This design comes from an exercise in tuning for small area, a short achievable clock period and few clock cycles on the open sky130 flow, not from production work.
RTL that was checked went through simulation tests only; none was proved equivalent to the original.
For runs 1, 2, 4 and 5, only the layout was checked, not whether the RTL still works.
Power is estimated from default activity; no workload was simulated.

`design/flow/run.sh`:
```
#!/bin/bash
# synth_recipe.tcl (not shown) runs the flow's synth.tcl, then flattens the netlist and writes it again
# the make line also repeats each setting of config.mk as NAME=value (left out here)
make -C /OpenROAD-flow-scripts/flow DESIGN_CONFIG=/design/flow/config.mk WORK_HOME=/design/flow/orfs CLKGATE_MAP_FILE= SYNTH_SCRIPT=/design/flow/synth_recipe.tcl finish
```
`design/flow/config.mk`:
```
export PLATFORM = sky130hd
export DESIGN_NAME = MIPS_Stack
export DESIGN_NICKNAME = MIPS_Stack
export VERILOG_FILES = /design/flow/design.v
export SDC_FILE = /design/flow/constraint.sdc
export NUM_CORES = 4
export LEC_CHECK = 0
export ABC_CLOCK_PERIOD_IN_PS = 2300
export CAP_MARGIN = 20
export CELL_PAD_IN_SITES_DETAIL_PLACEMENT = 1
export CORE_MARGIN = 2
export CORE_UTILIZATION = 40
export CTS_CLUSTER_DIAMETER = 100
export CTS_CLUSTER_SIZE = 30
export SETUP_SLACK_MARGIN = 3.7
export SLEW_MARGIN = 20
```
`design/flow/constraint.sdc`:
```
create_clock -name core_clock -period 6.0 [get_ports {clk}]
set_input_delay 1.2000 -clock core_clock [delete_from_list [all_inputs] [get_ports {clk}]]
set_output_delay 1.2000 -clock core_clock [all_outputs]
set_load 0.01 [all_outputs]
```
`design/flow/design.v`:
```
module Stack (clk, hold, up, dn, top_in, top, second);
    input clk;
    input hold, up, dn;           
    input [7:0] top_in;           
    output [7:0] top, second;
    reg [7:0] s [0:31];
    always @(posedge clk)
        s[0] <= top_in;
    genvar i;
    generate
        for (i = 1; i < 32; i = i + 1) begin : g
            always @(posedge clk)
                s[i] <= ~(({8{hold}} & ~s[i]) | ({8{up}} & ~s[i-1]) | ({8{dn}} & ~s[(i+1) % 32]));
        end
    endgenerate
    assign top = s[0];
    assign second = s[1];
endmodule
module MIPS_Stack(input clk, rst,
	output [4:0] mem_addr,
	output [7:0] mem_wdata,
	output mem_write,
	input [7:0] mem_rdata);
	reg [4:0] addr;      
	reg [4:0] ret;       
	reg r_add, r_sub, r_and, r_not;
	reg r_pushm;         
	reg r_pushf;         
	reg r_pop;           
	reg r_up, r_dn, r_hold;  
	reg [7:0] wout;      
	reg z;               
	reg [7:0] wdata;     
	reg [4:0] waddr;     
	reg       wvalid;    
	wire [7:0] T, N;
	wire fa = ~r_pushm & ~r_pop;
	wire [2:0] op = mem_rdata[7:5];
	wire [4:0] x  = mem_rdata[4:0];
	wire hit = wvalid & (x == waddr);
	wire hold = r_hold & ~r_not;
	wire [7:0] sum  = N + T;
	wire [7:0] diff = N - T;
	wire [7:0] top_in = ({8{r_pushm}} & mem_rdata) |
	                    ({8{r_pushf}} & wdata) |
	                    ({8{r_pop}}   & N) |
	                    ({8{r_add}}   & sum) |
	                    ({8{r_sub}}   & diff) |
	                    ({8{r_and}}   & (N & T)) |
	                    ({8{r_not}}   & ~T) |
	                    ({8{hold}}    & T);
	wire [7:0] nt_or = N | T;
	wire z_sum = ~|(N ^ T ^ {nt_or[6:0], 1'b0});
	wire z_next = (r_pushm & ~|mem_rdata) |
	              (r_pushf & ~|wdata) |
	              (r_pop   & ~|N) |
	              (r_add   & z_sum) |
	              (r_sub   & (N == T)) |
	              (r_and   & ~|(N & T)) |
	              (r_not   & (&T)) |
	              (hold    & z);
	wire j_add   = fa & (op == 3'b000);
	wire j_sub   = fa & (op == 3'b001);
	wire j_and   = fa & (op == 3'b010);
	wire j_not   = fa & (op == 3'b011);
	wire j_pushf = fa & (op == 3'b100) & hit;
	wire j_pushm = fa & (op == 3'b100) & ~hit;
	wire j_pop   = fa & (op == 3'b101);
	wire to_x    = (op == 3'b101) | ((op == 3'b100) & ~hit) | (op == 3'b110);
	wire j_jz    = fa & (op == 3'b111);
	wire [4:0] addr_inc = addr + 5'd1;
	wire [4:0] addr_b = ~fa ? ret : (to_x ? x : addr_inc);
	wire [4:0] addr_n = (j_jz & z_next) ? x : addr_b;
	always @(posedge clk, posedge rst) begin
		if (rst) begin
			addr    <= 5'd0;
			r_add   <= 1'b0;
			r_sub   <= 1'b0;
			r_and   <= 1'b0;
			r_not   <= 1'b0;
			r_pushm <= 1'b0;
			r_pushf <= 1'b0;
			r_pop   <= 1'b0;
			r_up    <= 1'b0;
			r_dn    <= 1'b0;
			r_hold  <= 1'b1;
			wvalid  <= 1'b0;
		end else begin
			addr    <= addr_n;
			r_add   <= j_add;
			r_sub   <= j_sub;
			r_and   <= j_and;
			r_not   <= j_not;
			r_pushm <= j_pushm;
			r_pushf <= j_pushf;
			r_pop   <= j_pop;
			r_up    <= j_pushm | j_pushf;
			r_dn    <= j_pop | j_add | j_sub | j_and;
			r_hold  <= ~(j_pushm | j_pushf | j_pop | j_add | j_sub | j_and);
			if (j_pop)
				wvalid <= 1'b1;
		end
	end
	always @(posedge clk) begin
		z <= z_next;
		wout <= j_pop ? top_in : 8'h00;
		ret <= addr_inc;     
		if (j_pop) begin
			wdata <= top_in;
			waddr <= x;
		end
	end
	Stack stack(clk, r_hold, r_up, r_dn, top_in, T, N);
	assign mem_addr  = addr;
	assign mem_write = r_pop;
	assign mem_wdata = wout;
endmodule
```
==> results.toml, run 1 <==
[setup_path]
rrSetupSlack_ns = 3.29
r2r_cells = 9
reg2reg_to = "addr[3]"
r2r-start = "stack.s[0][1]"
path_class = "reg -> reg"
cp.arrival_ns = 3.10
end_kind = "register"
cp-start-kind = "register"
required_ns = 6.40
critPathMaxFanout = 6

[floorplan]
std_cell_rows = 62
num_io_pins = 24
die_area_sq_um = 30800
fp.dieW_um = 175
die_y_um = 175
initial_utilization_pct = 40.8
core_sq_um = 28800

[cts]
clk_path_buf_depth = 3
cts_root_buf = "clkbuf_16"
cts.sinks = 299
clk_latency_ns = 0.53
cts_made_buffers = 14
cts_hold_buf = 0
htreeDepth = 1
clkTransAtPathRegs_ns = 0.11
cts_tree = "done"

[final_layout]
seq_area_sq_um = 6240
multiInputGateArea_sq_um = 4330
syn2layout_area_growth_pct = 10.3
final_common_cell = "a222oi_1"
layout_common_cells = "a222oi_1 (261), dfxtp_1 (256), inv_1 (254)"
fillers = 3163
antenna_cells = 0
drive_above_1_share_pct = 11.9
layout.nets = 1137
fin_util_pct = 45.0

[pwr]
vdd_drop_max_v = 0.000194
power_density_nw_per_um2 = 484
leakagePower_nw = 6.41
finalPower_w = 0.00627

[global_routing]
track_usage_pct = 16.6
antenna_found_initial = 0
grt_pass1_vias = 8570
grt_max_degree = 229
grt_first_pass_wirelength_mm = 43.5
grt-ovfl-total = 0

[logic_synthesis]
syn-cell-area_sq_um = 11700
async_flop_share_pct = 5.35
synth-edff-count = 13
netlist_instances = 1129
yosysSeqAreaShare_pct = 52.8
ys_seq_elements = 299
ys.flop_type = "dfxtp_1"
yosysWarnings = 3
postSynthAreaPerCell_sq_um = 10.4
synthesis.nets = 1166
synth_cell_type_count = 60

[worst_hold_path]
hp-class = "reg -> reg"
hold_end = "addr[2]"
whs_path_depth = 2
min_from = "ret[2]"

[detailed_routing]
drc = 0
first_iter_violations = 1691
wl_met1_mm = 12.4
avgViaCountPerCell = 6.23
top_layer = "met4"
via_count = 9271
met3_length_mm = 1.45
wl_mm = 27.3
detail_route.wl_per_cell_um = 18.3
ant_nets = 0
drtPass1Iterations = 14
routed-wl-met2_mm = 12.9

[timing]
fmax_mhz = 370
hold_ws_ns = 0.474
setup_violations = 0
tns_ns = 0
post-route-min-period_ns = 2.71
finalMaxSlewViolations = 0
worstMarginPinSlew_ns = 1.02
clock_skew_ns = 0.0345
max_slew_margin_pct = 32.3
grt_setup_unrepaired = "true"
finalCritPeriodShare_pct = 45.1
finalHoldViolations = 0

[placement]
place_congestion = 0.858
hpwl_mm = 15.7
portBuffers = 23

[run]
drv_cap = 0

[outcome]
status = "complete, no violations"
cell families after synthesis:
| family | share of synthesized area [%] |
|---|---|
| buf+inv | 12.0 |
| fa+ha+maj | 3.00 |
| xor+xnor | 1.34 |
| mux | 0.714 |
| flops | 52.8 |
| simple gates | 4.46 |
| compound gates | 25.8 |
power breakdown:
group          internal (W)  switching [W]  leakage, nW  total (W)
Sequential          0.00274       0.000244         2.55    0.00298
Clock              0.000474       0.000639        0.209    0.00111
Combinational      0.000869        0.00130         3.65    0.00217
Yosys cell counts (all sizes together), types with 6 or more instances:
cell type	number	share of area (%)
xnor2	8	0.60
dfxtp	270	46
nor2	11	0.35
nor3	8	0.34
dfrtp	15	3.2
clkbuf	90	2.9
nor4	6	0.32
a21o	6	0.38
inv	266	8.5
edfxtp	13	3.3
nand4	6	0.32
nand2b	6	0.32
and2	6	0.32
a222oi	261	22
a21oi	11	0.47
xor2	10	0.75
nand2	15	0.48
ha	25	2.7
or3	6	0.36
buf	11	0.51
nand3	10	0.43
routing by layer:
layer  track usage [%]  vias up
met1              23.3     4723
met3              2.19       38
li1                  -     4223
met4              3.78        0
met5                 0        -
met2              27.2      287
worst max-delay path by stage:
stage / to / cells after the start / slack [ns] / from
finish: addr[3] / 9 / 3.29 / stack.s[0][1]
global route: addr[4] / 9 / 3.23 / stack.s[0][5]
CTS: addr[4] / 9 / 3.34 / stack.s[0][5]
detailed placement: addr[1] / 7 / 2.48 / mem_rdata[6]
global placement: addr[1] / 7 / 2.59 / mem_rdata[6]
floorplan: addr[3] / 9 / 3.31 / stack.s[0][4]
metrics by stage:
| step | cell area (sq um) | instances | worst slack (ns) |
|---|---|---|---|
| final | 13000 | 1489 | 3.29 |
| after global routing | 13000 | 1489 | 3.23 |
| after CTS | 12900 | 1482 | 3.34 |
| after detailed placement | 12200 | 1440 | 2.48 |
| after global placement | 12200 | 1440 | 2.59 |
| after floorplan | 11900 | 1129 | 3.31 |
registers in the layout, indices dropped and copies added (netlist names):
register,flops
r_pushf,1
r_and,1
wout,8
r_not,1
r_hold,1
wvalid,1
z,1
ret,5
r_dn,1
wdata,8
r_pop,1
r_add,1
r_sub,1
addr,5
r_pushm,1
stack.s,256
r_up,1
waddr,5
layout make-up:
type	instances	area share, %
clock buffers	19	3.00
clock inverters	2	0.357
inverters	268	7.93
multi-input cells	461	33.4
flip-flops and latches	299	48.2
well taps	384	3.71
repair buffers	56	3.39
timing repair:
| action | 4_1_cts | 5_1_grt |
|---|---|---|
| setup endpoints to repair | 153 | 191 |
| pin swaps | 10 | 7 |
| endpoints found under the hold margin | 0 | 0 |
| buffers inserted | 21 | 7 |
| gates resized for setup | 107 | 37 |
critical path: stages (launching register included):
cell and delay, ns:
dfxtp_4 0.41, clkinvlp_4 0.13, ha_4 0.25, or4_4 0.40, or3_4 0.35, o41ai_4 0.21
buf_4 0.20, nor4b_4 0.07, or3_1 0.38, a31o_1 0.21
==> inputs of run 2 (changes only) <==
--- a/design/flow/design.v
+++ b/design/flow/design.v
@@ -30,3 +30,2 @@
 	reg r_up, r_dn, r_hold;  
-	reg [7:0] wout;      
 	reg z;               
@@ -105,3 +104,2 @@
 		z <= z_next;
-		wout <= j_pop ? top_in : 8'h00;
 		ret <= addr_inc;     
@@ -115,3 +113,3 @@
 	assign mem_write = r_pop;
-	assign mem_wdata = wout;
+	assign mem_wdata = wdata;
 endmodule
==> run 2 against run 1 <==
Net effect:
- final cell count is 0.40% lower
- die area decreased by 2.1%
- design area decreased by 0.28%
- global-route usage is 0.091 points higher
- count of clock-buffer cells in the layout down 1
- sequential power shrank 2%
- routed wire length grew 1.0%
- clock power is essentially flat
- register-to-register slack improved by 0.42 ns
- sequential share of layout area shrank 1.0 points
- largest cell class unchanged
==> results.toml, run 2 <==
[global_routing]
track_usage_pct = 16.7
antenna_found_initial = 0
grt_max_degree = 249
grt-ovfl-total = 0
grt_pass1_vias = 8692
grt_first_pass_wirelength_mm = 43.3

[timing]
tns_ns = 0
post-route-min-period_ns = 2.37
clock_skew_ns = 0.0246
finalHoldViolations = 0
setup_violations = 0
max_slew_margin_pct = 17.0
worstMarginPinSlew_ns = 1.25
finalMaxSlewViolations = 0
grt_setup_unrepaired = "true"
hold_ws_ns = 0.482
fmax_mhz = 422
finalCritPeriodShare_pct = 39.5

[final_layout]
reg.largest.list = "stack.s: 256 flops, wdata: 8 flops"
final_cell_area_sq_um = 12900
fin_util_pct = 45.4
fillers = 3105
antenna_cells = 0
instances_no_fill = 1483
layout_common_cells = "inv_1 (259), a222oi_1 (259), dfxtp_1 (248)"
syn2layout_area_growth_pct = 12.4
layout.nets = 1131
largest_reg_flops = 256
largest_register = "stack.s"
drive_above_1_share_pct = 14.6

[placement]
place_congestion = 0.874
placed_cell_area_sq_um = 11900
place_inst = 1423
hpwl_mm = 15.3
portBuffers = 23

[cts]
cts_root_buf = "clkbuf_16"
clk_latency_ns = 0.49
cts_hold_buf = 0
cts.sinks = 291
cts_made_buffers = 14
cts_tree = "done"
htreeDepth = 1
clkTransAtPathRegs_ns = 0.11
clk_path_buf_depth = 3

[detailed_routing]
ant_nets = 0
avgViaCountPerCell = 6.12
drc = 0
detail_route.wl_per_cell_um = 18.6
drtPass1Iterations = 13
first_iter_violations = 1786
wl_mm = 27.6
via_count = 9078

[logic_synthesis]
ys_seq_elements = 291
yosysWarnings = 3
yosysSeqAreaShare_pct = 52.5
synth_cell_type_count = 59
synth_fa_ha_area_share_pct = 3.07
syn-cell-area_sq_um = 11500
postSynthAreaPerCell_sq_um = 10.3
synth.largest_area_cell = "dfxtp_1"
netlist_top_cells_count = "inv_1 (269), dfxtp_1 (262), a222oi_1 (259), clkbuf_1 (83), ha_1 (25)"
async_flop_share_pct = 5.50
yosysMostFrequentCell = "inv_1"
synth_top_family_by_area = "compound AO/OA/AOI/OAI gates"
synth-xor-area-share_pct = 1.68
yosys.area.top_type_share_pct = 45.6
synth_mux_area_share_pct = 0.261
yosys-top-cells-area = "dfxtp_1 (46%), a222oi_1 (23%), inv_1 (8.8%)"
synthSimpleGateAreaFrac_pct = 4.54
synth_compound_area_share_pct = 25.7
netlist_instances = 1113
synthesis.nets = 1150
ys.flop_type = "dfxtp_1"
synth-edff-count = 13

[floorplan]
std_cell_rows = 62
num_io_pins = 24
fp.dieW_um = 173
initial_utilization_pct = 40.4
die_y_um = 173
die_area_sq_um = 30100
core_sq_um = 28500

[pwr]
leakagePower_nw = 6.32
swShare_pct = 34.8
combPwrFrac_pct = 34.8
seqPwrFrac_pct = 47.3
vdd_drop_max_v = 0.000195
switchingPower_w = 0.00215
pwr-share-clk_pct = 17.8
power_density_nw_per_um2 = 478
p_int_w = 0.00403

[worst_hold_path]
hp-class = "reg -> reg"

[setup_path]
cp-start-kind = "register"
critPathMaxFanout = 2
required_ns = 4.80
cp.arrival_ns = 1.17
path_class = "reg -> out"
cp_cell_sequence = "buf_2"
end_kind = "output pin"
slowest_stage = "edfxtp_1"
cp_top_family = "flip-flops"
slowest_delay_ns = 0.49
crit_buf_inv = 1

[run]
drv_cap = 0

[outcome]
status = "complete, no violations"
## run 2: cell count changes after synthesis, sizes merged, moves of 6 or more
cell    delta
buf        +6
clkbuf     -6
dfxtp      -8
o21ai      +7
xnor2      +6
## run 2: layout make-up
type	instances	area, sq um	share of cell area (%)
Clock buffer	18	397	3.07
Clock inverter	3	46.3	0.358
Inverter	269	1030	7.94
Multi-Input combinational cell	452	4310	33.4
Sequential cell	291	6090	47.2
Tap cell	384	480	3.72
Timing Repair Buffer	66	563	4.36
## run 2: path summary, 6_finish.rpt
| path | cells past startpoint | to | startpoint | slack, ns |
|---|---|---|---|---|
| max reg2reg | 9 | addr[1] | stack.s[1][2] | 3.71 |
| min reg2reg | 2 | stack.s[31][0] | stack.s[31][0] | 0.48 |
| max in group asynchronous | 2 | r_dn | rst | 4.41 |
| min | 2 | stack.s[31][0] | stack.s[31][0] | 0.48 |
| max | 1 | mem_wdata[6] | wdata[6] | 3.63 |
| min in group asynchronous | 2 | r_not | rst | 1.10 |
## run 2: cell families after synthesis
group                    Yosys count
AO/OA/AOI/OAI                    312
buffers and inverters            370
adder cells (fa/ha/maj)           27
XOR/XNOR                          22
AND/OR/NAND/NOR                   88
multiplexers                       3
flip-flops                       291
## run 2: layer usage
| layer | share of wire, % | track usage (%) | wire length (um) |
|---|---|---|---|
| met4 | 2.1 | 5.26 | 590 |
| met1 | 44 | 22.8 | 12300 |
| met5 | 0 | 0 | 0 |
| met2 | 49 | 27.6 | 13500 |
| met3 | 4.4 | 2.00 | 1210 |
## run 2: power groups by stage
stage / registers, W / logic [W] / clock network, W
floorplan: 0.00288 / 0.00148 / 0
global placement: 0.00294 / 0.00180 / 0
detailed placement: 0.00297 / 0.00189 / 0
CTS: 0.00293 / 0.00197 / 0.00114
global route: 0.00300 / 0.00239 / 0.00121
finish: 0.00292 / 0.00215 / 0.00110
## run 2: timing repair
action / CTS / global route
gates resized for setup: 135 / 66
pin swaps: 11 / 23
endpoints found under the setup margin: 149 / 39
setup buffers: 16 / 23
## run 2: stage by stage
step	power [W]	setup WS, ns
final	0.00618	3.63
after global routing	0.00661	3.62
after CTS	0.00604	3.58
after detailed placement	0.00486	2.65
after global placement	0.00474	2.75
after floorplan	0.00436	3.55
==> inputs of run 3 (changes only) <==
--- a/design/flow/design.v
+++ b/design/flow/design.v
@@ -30,2 +30,3 @@
 	reg r_up, r_dn, r_hold;  
+	reg [7:0] wout;      
 	reg z;               
@@ -104,3 +105,5 @@
 		z <= z_next;
-		ret <= addr_inc;     
+		wout <= j_pop ? top_in : 8'h00;
+		if (fa)
+			ret <= addr_inc;
 		if (j_pop) begin
@@ -113,3 +116,3 @@
 	assign mem_write = r_pop;
-	assign mem_wdata = wdata;
+	assign mem_wdata = wout;
 endmodule
--- a/design/flow/config.mk
+++ b/design/flow/config.mk
@@ -9,3 +9,2 @@
 export CAP_MARGIN = 20
-export CELL_PAD_IN_SITES_DETAIL_PLACEMENT = 1
 export CORE_MARGIN = 2
==> run 3 against run 2 <==
Net effect:
- design area is 0.85% lower
- final cell count is 0.67% lower
- utilization is 0.87 points lower
- sequential power is 1% higher
- sequential cell count is 8 higher
- critical path type unchanged
- still clean on timing, DRC and antenna
- combinational power is 7% lower
- largest power group unchanged
- synthesized cell count is 1.5% higher
==> results.toml, run 3 <==
[floorplan]
die_area_sq_um = 30700
num_io_pins = 24
initial_utilization_pct = 40.8
die_y_um = 175
core_sq_um = 28800
fp.dieW_um = 175
std_cell_rows = 62

[final_layout]
syn2layout_area_growth_pct = 9.11
layout_common_cells = "inv_1 (263), a222oi_1 (257), dfxtp_1 (253)"
layout.nets = 1122
instances_no_fill = 1473
largest_reg_flops = 256
largest_register = "stack.s"
reg.largest.list = "stack.s: 256 flops, wdata: 8 flops, wout: 8 flops"
multiInputGateArea_sq_um = 4250
fillers = 2696
drive_above_1_share_pct = 9.46
seq_area_sq_um = 6280
antenna_cells = 0
final_common_cell = "inv_1"

[detailed_routing]
via_count = 8825
drtPass1Iterations = 12
first_iter_violations = 1825
wl_mm = 24.4
avgViaCountPerCell = 5.99
detail_route.wl_per_cell_um = 16.6
ant_nets = 0
drc = 0

[pwr]
power_density_nw_per_um2 = 473
leakagePower_nw = 6.27
vdd_drop_max_v = 0.000189

[setup_path]
cp_top_family = "flip-flops"
r2r-start = "stack.s[1][0]"
slowest_delay_ns = 0.43
cp-start-kind = "register"
r2r_cells = 10
reg2reg_to = "wdata[6]"
rrSetupSlack_ns = 3.79
slowest_stage = "dfrtp_1"
cp.arrival_ns = 1.08
critPathMaxFanout = 3
crit_buf_inv = 1
crit_start = "addr[1]"
end_kind = "output pin"
cp_cell_sequence = "buf_2"
path_class = "reg -> out"
required_ns = 4.80
crit_cells = 1

[cts]
cts_root_buf = "clkbuf_16"
cts_made_buffers = 14
cts_hold_buf = 0
clk_path_buf_depth = 3
clk_latency_ns = 0.49
cts.sinks = 299
cts_tree = "done"
htreeDepth = 1
clkTransAtPathRegs_ns = 0.11

[logic_synthesis]
ys_seq_elements = 299
netlist_top_cells_count = "inv_1 (268), dfxtp_1 (265), a222oi_1 (257), clkbuf_1 (87), ha_1 (25)"
ys.flop_type = "dfxtp_1"
netlist_instances = 1130
async_flop_share_pct = 5.35
synthesis.nets = 1167
yosys-top-cells-area = "dfxtp_1 (45%), a222oi_1 (22%), inv_1 (8.6%)"
synth_cell_type_count = 55
yosysMostFrequentCell = "inv_1"
yosysSeqAreaShare_pct = 53.2
synth-edff-count = 18
synth.largest_area_cell = "dfxtp_1"
yosysWarnings = 3
syn-cell-area_sq_um = 11700
yosys.area.top_type_share_pct = 45.2
postSynthAreaPerCell_sq_um = 10.4

[placement]
hpwl_mm = 13.6
dp_slack_ns = 2.77
place_congestion = 0.860
portBuffers = 23
place_inst = 1440

[timing]
clock_skew_ns = 0.0196
finalHoldViolations = 0
worst_slack_ns = 3.72
finalCritPeriodShare_pct = 37.9
grt_setup_unrepaired = "true"
worstMarginPinSlew_ns = 1.11
setup_violations = 0
max_slew_margin_pct = 26.0
finalMaxSlewViolations = 0
tns_ns = 0
fmax_mhz = 440
post-route-min-period_ns = 2.28

[worst_hold_path]
whs_path_depth = 2
hold_end = "stack.s[31][3]"
min_from = "stack.s[31][3]"
hp-class = "reg -> reg"

[global_routing]
track_usage_pct = 15.2
grt_first_pass_wirelength_mm = 39.9
grt_pass1_vias = 7878
antenna_found_initial = 0
grt-ovfl-total = 0
grt_max_degree = 249

[run]
drv_cap = 0

[outcome]
status = "complete, no violations"
-- run 3: per-layer routing --
layer / wire length (um) / vias up / GRT usage [%]
li1: - / 4194 / -
met1: 11400 / 4325 / 21.8
met2: 11100 / 268 / 23.7
met3: 1360 / 38 / 2.14
met4: 626 / 0 / 4.58
met5: 0 / - / 0
-- run 3: cell families (layout without fill, tap and decap cells) --
logic type               Yosys count  count (layout)  synth area share [%]
XOR/XNOR                          19              19                  1.42
multiplexers                       4               4                 0.352
flip-flops                       299             299                  53.2
buffers and inverters            369             327                  11.9
AND/OR/NAND/NOR                   98              98                  4.76
AO/OA/AOI/OAI                    314             315                  25.3
adder cells (fa/ha/maj)           27              27                  3.01
-- run 3: timing repair --
item / 4_1_cts / 5_1_grt
resized for setup: 85 / 46
cloned: 1 / 0
buffers inserted: 10 / 2
hold endpoints to repair: 0 / 0
pin swaps: 7 / 12
endpoints found under the setup margin: 148 / 37
-- run 3: power by group --
| group | internal, W | leakage, nW | switching (W) |
|---|---|---|---|
| Sequential | 0.00274 | 2.55 | 0.000224 |
| Clock | 0.000488 | 0.212 | 0.000623 |
| Combinational | 0.000798 | 3.50 | 0.00119 |
-- run 3: stage by stage --
stage	cell area, sq um	total power [W]	util [%]	hold slack (ns)
finish	12800	0.00606	44.5	0.472
global route	12800	0.00651	44.5	0.504
CTS	12800	0.00604	44.3	0.475
detailed placement	12200	0.00487	42.2	0.456
global placement	12200	0.00482	42.2	0.455
floorplan	11800	0.00443	-	0.424
-- run 3: how the worst max path moves through the flow --
stage	to	slack, ns
finish	mem_addr[1]	3.72
global route	wdata[6]	3.67
CTS	mem_write	3.69
detailed placement	addr[3]	2.77
global placement	addr[3]	2.84
floorplan	addr[2]	3.57
-- run 3: layout make-up --
class                   count  share of cell area [%]
inverters                 268                    7.90
clock inverters             2                   0.254
repair buffers             39                    2.69
clock buffers              18                    3.13
multi-input cells         463                    33.2
flip-flops and latches    299                    49.1
well taps                 384                    3.75
Testbench counts of run 3, summed over its fixed seeds: cycles 38,429.
==> inputs of run 4 (changes only) <==
--- a/design/flow/design.v
+++ b/design/flow/design.v
@@ -32,2 +32,4 @@
 	reg z;               
+	reg r_jz;            
+	reg [4:0] jzx;       
 	reg [7:0] wdata;     
@@ -37,2 +39,4 @@
 	wire fa = ~r_pushm & ~r_pop;
+	wire taken = r_jz & z;
+	wire fd = fa & ~taken;
 	wire [2:0] op = mem_rdata[7:5];
@@ -61,14 +65,14 @@
 	              (hold    & z);
-	wire j_add   = fa & (op == 3'b000);
-	wire j_sub   = fa & (op == 3'b001);
-	wire j_and   = fa & (op == 3'b010);
-	wire j_not   = fa & (op == 3'b011);
-	wire j_pushf = fa & (op == 3'b100) & hit;
-	wire j_pushm = fa & (op == 3'b100) & ~hit;
-	wire j_pop   = fa & (op == 3'b101);
+	wire j_add   = fd & (op == 3'b000);
+	wire j_sub   = fd & (op == 3'b001);
+	wire j_and   = fd & (op == 3'b010);
+	wire j_not   = fd & (op == 3'b011);
+	wire j_pushf = fd & (op == 3'b100) & hit;
+	wire j_pushm = fd & (op == 3'b100) & ~hit;
+	wire j_pop   = fd & (op == 3'b101);
 	wire to_x    = (op == 3'b101) | ((op == 3'b100) & ~hit) | (op == 3'b110);
-	wire j_jz    = fa & (op == 3'b111);
+	wire j_jz    = fd & (op == 3'b111);
 	wire [4:0] addr_inc = addr + 5'd1;
 	wire [4:0] addr_b = ~fa ? ret : (to_x ? x : addr_inc);
-	wire [4:0] addr_n = (j_jz & z_next) ? x : addr_b;
+	wire [4:0] addr_n = taken ? jzx : addr_b;
 	always @(posedge clk, posedge rst) begin
@@ -83,2 +87,3 @@
 			r_pop   <= 1'b0;
+			r_jz    <= 1'b0;
 			r_up    <= 1'b0;
@@ -96,2 +101,3 @@
 			r_pop   <= j_pop;
+			r_jz    <= j_jz;
 			r_up    <= j_pushm | j_pushf;
@@ -106,4 +112,4 @@
 		wout <= j_pop ? top_in : 8'h00;
-		if (fa)
-			ret <= addr_inc;
+		ret <= addr_inc;
+		jzx <= x;     
 		if (j_pop) begin
==> run 4 against run 3 <==
Net effect:
- worst setup slack got worse by 0.013 ns
- largest power group unchanged
- design area grew 0.86%
- largest cell class unchanged
- sequential share of layout area up 0.12 points
- routed wire length decreased by 1.9%
- utilization is 0.68 points lower
- critical path type unchanged
- sequential cell count up 6
- total power is 0.29% higher
- highest routed layer unchanged
- worst hold slack hardly changed
==> results.toml, run 4 <==
[setup_path]
cp.arrival_ns = 1.09
r2r-start = "stack.s[0][0]"
cp-start-kind = "register"
crit_start = "addr[3]"
critPathMaxFanout = 3
cp_top_family = "flip-flops"
cp_cell_sequence = "buf_2"
slowest_stage = "dfrtp_1"
slowest_delay_ns = 0.43
path_class = "reg -> out"
required_ns = 4.80
crit_buf_inv = 1
end_kind = "output pin"

[global_routing]
grt_first_pass_wirelength_mm = 39.4
antenna_found_initial = 0
grt_pass1_vias = 7807
track_usage_pct = 14.7
grt_use_met3_pct = 1.83
grt-ovfl-total = 0
gr-usage-met1_pct = 21.5
busiest_layer = "met2"
grt_max_degree = 249
met2_usage_pct = 23.1

[logic_synthesis]
syn-cell-area_sq_um = 11900
synth.largest_area_cell = "dfxtp_1"
synth_top_family_by_area = "compound AO/OA/AOI/OAI gates"
synth-edff-count = 13
yosysSeqAreaShare_pct = 53.0
postSynthAreaPerCell_sq_um = 10.4
synthSimpleGateAreaFrac_pct = 4.50
netlist_top_cells_count = "dfxtp_1 (275), inv_1 (270), a222oi_1 (260), clkbuf_1 (84), ha_1 (23)"
synthesis.nets = 1185
yosysWarnings = 3
yosys.area.top_type_share_pct = 46.1
synth_compound_area_share_pct = 26.0
async_flop_share_pct = 5.57
netlist_instances = 1150
ys_seq_elements = 305
synth_fa_ha_area_share_pct = 2.75
yosysMostFrequentCell = "dfxtp_1"
synth_cell_type_count = 66
synth-xor-area-share_pct = 1.17
ys.flop_type = "dfxtp_1"
yosys-top-cells-area = "dfxtp_1 (46%), a222oi_1 (22%), inv_1 (8.5%)"
synth_mux_area_share_pct = 0.545

[pwr]
power_density_nw_per_um2 = 471
vdd_drop_max_v = 0.000159
finalPower_w = 0.00608
leakagePower_nw = 6.33

[detailed_routing]
drc = 0
via_count = 8926
wl_mm = 24.0
drtPass1Iterations = 15
first_iter_violations = 1616
detail_route.wl_per_cell_um = 16.0
ant_nets = 0
avgViaCountPerCell = 5.96

[final_layout]
fillers = 2815
final_common_cell = "inv_1"
drive_above_1_share_pct = 8.94
largest_reg_flops = 256
reg.largest.list = "stack.s: 256 flops, wdata: 8 flops, wout: 8 flops"
antenna_cells = 0
instances_no_fill = 1498
syn2layout_area_growth_pct = 8.23
largest_register = "stack.s"
layout.nets = 1138
layout_common_cells = "inv_1 (268), dfxtp_1 (264), a222oi_1 (260)"

[floorplan]
core_sq_um = 29500
die_area_sq_um = 31200
initial_utilization_pct = 40.5
die_y_um = 177
std_cell_rows = 63
num_io_pins = 24
fp.dieW_um = 177

[timing]
finalCritPeriodShare_pct = 38.1
clock_skew_ns = 0.0267
setup_violations = 0
tns_ns = 0
finalHoldViolations = 0
fmax_mhz = 437
max_slew_margin_pct = 19.3
finalMaxSlewViolations = 0
grt_setup_unrepaired = "true"
worstMarginPinSlew_ns = 1.21
post-route-min-period_ns = 2.29

[placement]
portBuffers = 23
place_inst = 1465
place_congestion = 0.861
hpwl_mm = 13.7

[cts]
cts_hold_buf = 0
clkTransAtPathRegs_ns = 0.11
cts.sinks = 305
cts_tree = "done"
clk_latency_ns = 0.50
htreeDepth = 1
cts_root_buf = "clkbuf_16"
cts_made_buffers = 14
clk_path_buf_depth = 3

[worst_hold_path]
min_from = "stack.s[31][6]"
hp-class = "reg -> reg"

[outcome]
status = "complete, no violations"

[run]
drv_cap = 0
-- run 4: final timing paths --
kind                                  end  slack [ns]  cells after the start
max                           mem_addr[3]        3.71                      1
min                        stack.s[31][6]        0.47                      2
max reg2reg                      wdata[6]        3.76                      7
min reg2reg                stack.s[31][6]        0.47                      2
max in group asynchronous            r_up        4.38                      2
min in group asynchronous            r_dn        1.11                      2
-- run 4: layout make-up --
class                      count  area (sq um)  share of cell area (%)
timing repair buffer          39           335                    2.60
tap                          390           488                    3.78
clock inverter                 1          30.0                   0.232
inverter                     271          1020                    7.91
multi-input combinational    472          4290                    33.2
clock buffer                  20           394                    3.05
sequential                   305          6350                    49.2
-- run 4: per-layer routing --
| layer | wire (um) | part of all wire, % |
|---|---|---|
| met1 | 11200 | 47 |
| met2 | 11000 | 46 |
| met3 | 1290 | 5.4 |
| met4 | 451 | 1.9 |
| met5 | 0 | 0 |
-- run 4: worst reg2reg max path, delay by kind of cell (launching register included) --
kind	cells	cell delay, ns
adders and majority gates	2	0.57
AOI/OAI and AO/OA	3	0.56
DFF	1	0.38
and+or+nand+nor	1	0.35
muxes	1	0.14
-- run 4: kinds of logic (layout without fill, tap and decap cells) --
group	after synthesis	in the layout
flops	305	305
compound gates	328	328
simple gates	97	97
buf+inv	373	331
mux	6	6
xor+xnor	16	16
fa+ha+maj	25	25
-- run 4: power by group --
part           leakage (nW)  switching, W  total, W  internal, W
sequential             2.60      0.000240   0.00301      0.00277
combinational          3.52       0.00117   0.00197     0.000800
clock                 0.202      0.000626   0.00110     0.000474
-- run 4: what timing repair did --
action,CTS,global route
pin swaps,3,7
setup endpoints to repair,152,127
gates resized for setup,73,38
setup buffers,6,6
-- run 4: per-stage QoR --
step	cell area, sq um	worst slack (ns)	hold slack [ns]	utilization, %
after floorplan	12000	3.69	0.433	-
after global placement	12300	2.85	0.455	41.8
after detailed placement	12300	2.82	0.456	41.8
after CTS	12800	3.55	0.475	43.5
after global routing	12900	3.67	0.497	43.8
final	12900	3.71	0.471	43.8
==> inputs of run 5 (changes only) <==
--- a/design/flow/design.v
+++ b/design/flow/design.v
@@ -30,3 +30,2 @@
 	reg r_up, r_dn, r_hold;  
-	reg [7:0] wout;      
 	reg z;               
@@ -111,3 +110,2 @@
 		z <= z_next;
-		wout <= j_pop ? top_in : 8'h00;
 		ret <= addr_inc;
@@ -122,3 +120,3 @@
 	assign mem_write = r_pop;
-	assign mem_wdata = wout;
+	assign mem_wdata = wdata;
 endmodule
==> run 5 against run 4 <==
Net effect:
- clock skew decreased by 0.0075 ns
- critical path type unchanged
- total power decreased by 4.6%
- die area decreased by 2.7%
- critical path depth unchanged
- highest routed layer unchanged
- register-to-register slack improved by 0.04 ns
- synthesized area decreased by 2.8%
- synthesized cell count decreased by 2.3%
- global-route usage about the same
- clock power decreased by about 10%
==> results.toml, run 5 <==
[timing]
finalCritPeriodShare_pct = 38.7
clock_skew_ns = 0.0191
fmax_mhz = 431
post-route-min-period_ns = 2.32
worstMarginPinSlew_ns = 1.16
setup_violations = 0
grt_setup_unrepaired = "true"
tns_ns = 0
finalHoldViolations = 0
finalMaxSlewViolations = 0
max_slew_margin_pct = 22.4

[detailed_routing]
detail_route.wl_per_cell_um = 16.0
avgViaCountPerCell = 5.95
wl_mm = 23.6
drc = 0
drtPass1Iterations = 17
top_layer = "met4"
wl_met1_mm = 11.2
routed-wl-met2_mm = 10.7
first_iter_violations = 1862
via_count = 8758
met3_length_mm = 1.39
ant_nets = 0

[cts]
cts_made_buffers = 13
htreeDepth = 1
clk_path_buf_depth = 3
cts_tree = "done"
clkTransAtPathRegs_ns = 0.11
cts_root_buf = "clkbuf_16"
cts.sinks = 297
cts_hold_buf = 0
clk_latency_ns = 0.49

[floorplan]
fp.dieW_um = 174
std_cell_rows = 62
die_area_sq_um = 30400
num_io_pins = 24
die_y_um = 174
core_sq_um = 28600
initial_utilization_pct = 40.5

[final_layout]
antenna_cells = 0
layout.nets = 1120
final_common_cell = "inv_1"
layout_common_cells = "inv_1 (267), dfxtp_1 (261), a222oi_1 (257)"
largest_reg_flops = 256
reg.largest.list = "stack.s: 256 flops, wdata: 8 flops"
syn2layout_area_growth_pct = 7.87
drive_above_1_share_pct = 8.56
fillers = 2689
largest_register = "stack.s"
instances_no_fill = 1471

[outcome]
status = "complete, no violations"

[logic_synthesis]
netlist_top_cells_count = "inv_1 (268), dfxtp_1 (267), a222oi_1 (257), clkbuf_1 (89), ha_1 (23)"
async_flop_share_pct = 5.72
synth_cell_type_count = 54
yosysSeqAreaShare_pct = 53.1
postSynthAreaPerCell_sq_um = 10.3
syn-cell-area_sq_um = 11600
synthesis.nets = 1158
netlist_instances = 1123
yosys-top-cells-area = "dfxtp_1 (46%), a222oi_1 (22%), inv_1 (8.7%)"
ys.flop_type = "dfxtp_1"
ys_seq_elements = 297
yosys.area.top_type_share_pct = 46.1
yosysWarnings = 3
synth.largest_area_cell = "dfxtp_1"
synth-edff-count = 13
yosysMostFrequentCell = "inv_1"

[setup_path]
cp-start-kind = "register"
r2r_cells = 7
r2r-start = "stack.s[0][3]"
slowest_stage = "edfxtp_1"
required_ns = 4.80
endpoint = "mem_wdata[4]"
rrSetupSlack_ns = 3.80
reg2reg_to = "wdata[6]"
slowest_delay_ns = 0.46
crit_cells = 1
cp.arrival_ns = 1.12
cp_top_family = "flip-flops"
path_class = "reg -> out"
end_kind = "output pin"
crit_start = "wdata[4]"
critPathMaxFanout = 2
crit_buf_inv = 1
cp_cell_sequence = "buf_2"

[placement]
place_congestion = 0.836
place_inst = 1435
portBuffers = 23
hpwl_mm = 13.3

[run]
drv_cap = 0

[global_routing]
grt_max_degree = 249
grt-ovfl-total = 0
antenna_found_initial = 0
grt_first_pass_wirelength_mm = 38.6
grt_pass1_vias = 7612
track_usage_pct = 14.7

[pwr]
leakagePower_nw = 6.22
power_density_nw_per_um2 = 464
vdd_drop_max_v = 0.000171

[worst_hold_path]
hp-class = "reg -> reg"
[run 5: changes by cell type after synthesis, sizes merged, moves of 4 or more]
cell	delta
a221oi	+4
a22oi	+4
a31oi	-4
buf	-9
clkbuf	+6
dfxtp	-8
nand2	-5
[run 5: metal layers]
layer	track usage (%)	vias up
li1	-	4175
met4	3.89	0
met1	21.5	4256
met2	22.8	298
met3	2.14	29
met5	0	-
[run 5: cell families (layout without fill, tap and decap cells)]
kind of cell	count (synthesis)	after routing	synth area share (%)
compound gates	318	318	26.0
xor+xnor	18	18	1.36
fa+ha+maj	25	25	2.83
buf+inv	367	331	11.9
flops	297	297	53.1
mux	6	6	0.539
simple gates	92	92	4.28
[run 5: worst min-delay path by stage]
stage,startpoint,endpoint,depth (start not counted)
6_report,stack.s[31][3],stack.s[31][3],2
5_1_grt,ret[3],addr[3],2
3_3_place_gp,ret[3],addr[3],2
4_1_cts,stack.s[31][3],stack.s[31][3],2
2_1_floorplan,ret[0],addr[0],2
3_5_place_dp,ret[3],addr[3],2
[run 5: area by class of cell]
type                       count  area [sq um]  area share, %
sequential                   297          6180           49.4
clock buffer                  16           337           2.69
clock inverter                 1          5.00         0.0400
timing repair buffer          46           367           2.93
tap                          384           480           3.84
inverter                     268          1010           8.04
multi-input combinational    459          4140           33.1
[run 5: power by group]
| part | switching [W] | total [W] | internal (W) |
|---|---|---|---|
| combinational | 0.00114 | 0.00190 | 0.000761 |
| sequential | 0.000226 | 0.00292 | 0.00269 |
| clock | 0.000582 | 0.000986 | 0.000403 |
| total | 0.00194 | 0.00580 | 0.00386 |
[run 5: timing repair]
| item | in CTS | in global routing |
|---|---|---|
| pin swaps | 1 | 3 |
| cloned | 0 | 0 |
| setup endpoints to repair | 136 | 29 |
| gates resized for setup | 70 | 30 |
| hold endpoints to repair | 0 | 0 |
| buffers inserted | 14 | 5 |
[run 5: stage by stage]
stage	instance area [sq um]	total power, W	setup slack [ns]	hold WS, ns	util, %
after detailed placement	12000	0.00477	2.88	0.458	42.0
final	12500	0.00580	3.68	0.474	43.7
after global routing	12500	0.00624	3.64	0.500	43.7
after CTS	12400	0.00580	3.56	0.478	43.4
after global placement	12000	0.00474	2.92	0.450	42.0
after floorplan	11600	0.00435	3.71	0.432	-

[port drivers added, routing unchanged]
How much do the figures lean on ideal ports? The routed layouts below were timed once more, with nothing changed but the port constraints. Step 1 (the two cells are an assumption about what drives the block):
set clk [get_ports {clk}]
set_driving_cell -lib_cell sky130_fd_sc_hd__clkbuf_16 $clk
set_driving_cell -lib_cell sky130_fd_sc_hd__buf_2 [delete_from_list [all_inputs] $clk]
Step 2 moves the port delays by t, midway between the first and last clock arrival at a register: inputs arrive t later, outputs are due t later. That takes back most of the time a late clock gives input paths. Three values: ideal ports, drivers, drivers and shift; two values: the first two.
| run | shift t [ns] | setup slack, ns | pins driven straight from the clock port |
|---|---|---|---|
| run 1 | 0.556 | 3.295 / 3.295 / 2.959 | 1 |
| run 2 | 0.532 | 3.632 / 3.583 / 3.198 | 1 |
| run 3 | 0.532 | 3.725 / 3.677 / 3.258 | 1 |
| run 4 | 0.530 | 3.712 / 3.666 / 3.284 | 1 |
| run 5 | 0.534 | 3.678 / 3.627 / 3.287 | 1 |
After both steps setup and hold are still met in every run listed. The setup slack of run 3, which loses most, moves by -0.048 ns with the drivers and by -0.467 ns with both steps.
